From an optimization exercise on the open Yosys and OpenROAD flow, aimed at small area and a short achievable clock period; shortcuts taken in it are not production practice.
The RTL was checked by simulation tests, not by an equivalence proof against the original design.
No activity file was given, so power comes from the tool's default toggle rates.

Setup of job 5155:
Design multiplier_pipelined, start of the top module:
module multiplier_pipelined(
    input logic clk,
    input logic[31:0] a,
    input logic[31:0] b,
    output logic[63:0] r
);
Size: ~2800 cells after synthesis, roughly 230 flip-flops, ~27000 µm² of cells after synthesis.
clock: 9.0 ns
lec_check: 0
cap_margin: 20
core_margin: 2
core_utilization: 40
cts_cluster_diameter: 150
cts_cluster_size: 30
setup_slack_margin: 4.8
slew_margin: 20
synth_hierarchical: 1
synth_minimum_keep_size: 0
standard.sh (not shown) runs the stock make flow with config.mk's settings and CLKGATE_MAP_FILE= SYNTH_SCRIPT=/design/flow/synth_recipe.tcl, a recipe that flattens the netlist after the stock synthesis.
==> flow/flow/run.sh <==
#!/bin/bash
# Standard ORFS layout (the standard.sh, unchanged synthesis), with the port
# buffers that global placement inserts made plain buffers instead of the
# default delay-cell choice. Each tool's output goes to a log file here.
set -euo pipefail
export BUFFER_PORTS_ARGS="-buffer_cell sky130_fd_sc_hd__buf_2"
bash standard.sh > standard_flow.log 2>&1
Job 5155: flow completed, timing, DRC and antenna clean
diff inputs: job 5155 => job 210
Settings: CTS_CLUSTER_DIAMETER no longer set, was 150; SETUP_SLACK_MARGIN now 4.5, was 4.8; CTS_CLUSTER_SIZE no longer set, was 30.
-- flow/flow/run.sh --
<<< job 5155, line 5
set -euo pipefail
export BUFFER_PORTS_ARGS="-buffer_cell sky130_fd_sc_hd__buf_2"
bash standard.sh > standard_flow.log 2>&1
>>> job 210, line 5
set -euo pipefail
export BUFFER_PORTS_ARGS="-buffer_cell sky130_fd_sc_hd__buf_4"
bash standard.sh > standard_flow.log 2>&1
## What came out
Across job 5155 and job 210, none had a timing, DRC or antenna violation.
When job 210 is measured against job 5155, its synthesis-to-finish area growth turns out 1.9 points lower.
Re required time at the worst-slack endpoint: job 5155 was lower than job 210.
Compared with job 5155, layout buffer count excluding clock buffers in job 210 decreased by a little under 10%.
From job 5155 to job 210, path depth of the worst reg2reg path did not move at all.
As far as final sum of negative setup slack goes, job 5155 and job 210 are indistinguishable; the numbers are identical.
[job 210] first-iteration DRC count fell 130 relative to job 5155
Between job 5155 and job 210, the flow reports highest clock rate decreasing by a few percent.
> inputs changed (job 210 -> job 9757)
Settings: swapping 4.5 for 4.8 in SETUP_SLACK_MARGIN.
==> notes.md <==
Non-clock buffer count was higher in job 9757 than in job 210. Job 9757 vs job 210 on number of design-rule violations left by the first detailed-router iteration: job 9757 is the lower one. Against job 210, shortest clock period the worst path allows after layout in job 9757 came out better. Compared to job 210, job 9757 has final cell count about 0.6% higher. Job 9757 -> job 210: initial core utilization delta 0, exact match. Post-route cell area came out higher on job 9757 than on job 210.

========
== oak ==
multiplier_pipelined again, from the RTL that the note above started with.
export LEC_CHECK = 0
export CAP_MARGIN = 20
export CORE_MARGIN = 2
export CORE_UTILIZATION = 40
export SETUP_SLACK_MARGIN = 4.2
export SLEW_MARGIN = 20
export SYNTH_HIERARCHICAL = 1
export SYNTH_MINIMUM_KEEP_SIZE = 0
create_clock -name core_clock -period 9.0 [get_ports {clk}]
==> flow/flow/run.sh <==
#!/bin/bash
# Standard ORFS layout (the standard.sh, unchanged synthesis), with the port
# buffers that global placement inserts made plain buffers instead of the
# default delay-cell choice. Each tool's output goes to a log file here.
set -euo pipefail
export BUFFER_PORTS_ARGS="-buffer_cell sky130_fd_sc_hd__buf_4"
bash standard.sh > standard_flow.log 2>&1
Every stage of the flow completed for oak, and the final layout passed the timing, design-rule and antenna checks.
#### Input delta (pine over oak)
--- a/flow/flow/run.sh
+++ b/flow/flow/run.sh
@@ -5,3 +5,3 @@
 set -euo pipefail
-export BUFFER_PORTS_ARGS="-buffer_cell sky130_fd_sc_hd__buf_4"
+export BUFFER_PORTS_ARGS="-buffer_cell sky130_fd_sc_hd__buf_2"
 bash standard.sh > standard_flow.log 2>&1
--- a/flow/config.mk
+++ b/flow/config.mk
@@ -10,3 +10,3 @@
 export CORE_UTILIZATION = 40
-export SETUP_SLACK_MARGIN = 4.2
+export SETUP_SLACK_MARGIN = 4.8
 export SLEW_MARGIN = 20
--- outcome ---
Timing, DRC, antenna: 0 failures across oak and pine. Higher data arrival at the endpoint of the critical path was reported by oak, not pine. pine vs oak — clock power climbed by more than 10%. From oak to pine the numbers moved as follows: worst reg-to-reg path cell count flat, design area up 4.5%, per-cell routed wire length up about 1.2%. In pine the via count turned out 336 higher than in oak. Max initial antenna violation count across oak and pine: pine. Number of cells upsized or downsized after cts up 231 in pine wrt oak.
--- input diff pine..birch ---
--- a/flow/flow/run.sh
+++ b/flow/flow/run.sh
@@ -5,3 +5,3 @@
 set -euo pipefail
-export BUFFER_PORTS_ARGS="-buffer_cell sky130_fd_sc_hd__buf_2"
+export BUFFER_PORTS_ARGS="-buffer_cell sky130_fd_sc_hd__buf_4"
 bash standard.sh > standard_flow.log 2>&1
--- a/flow/config.mk
+++ b/flow/config.mk
@@ -10,3 +10,3 @@
 export CORE_UTILIZATION = 40
-export SETUP_SLACK_MARGIN = 4.8
+export SETUP_SLACK_MARGIN = 5.0
 export SLEW_MARGIN = 20
### Flow results
- Both conditions hold for birch: the flow ran to the end and the final layout passed the timing, design-rule and antenna checks.
- pine has completed all stages; timing, DRC and antenna checks passed.
- pine → birch: minimum period implied by the final worst setup slack moved down; global-route usage moved up; wire length after detailed routing moved up.

==> separate check: timing with driven ports <==
No port has a modelled driver above. Below, the same layouts with a new extraction and two added sets of constraints.
Step 1 sets driving cells, clkbuf_16 on the clock port and buf_2 on the other inputs (assumed; they add their load-dependent delay and slew).
Step 2 moves the port delays by t, midway between the first and last clock arrival at a register: inputs arrive t later, outputs are due t later. That takes back most of the time a late clock gives input paths.
a / b / c = ideal ports / drivers / drivers and shift; a / b = the first two.
run	t (ns)	setup WS [ns]	clock arrival spread, ns	slew at the worst register clock pin (ns)
job 5155	0.597	4.825 / 4.761 / 4.649	0.026 / 0.026	0.11 / 0.11
job 210	0.641	4.548 / 4.490 / 4.548	0.022 / 0.021	0.07 / 0.07
job 9757	0.641	4.751 / 4.683 / 4.607	0.021 / 0.021	0.06 / 0.06
oak	0.640	4.339 / 4.275 / 4.464	0.022 / 0.022	0.07 / 0.07
pine	0.656	4.751 / 4.686 / 4.617	0.015 / 0.014	0.07 / 0.07
birch	0.643	4.764 / 4.697 / 4.572	0.014 / 0.013	0.06 / 0.06
After both steps setup and hold are still met in every run listed. For birch, which loses most, drivers alone change the setup slack by -0.067 ns; drivers and shift together by -0.192 ns.
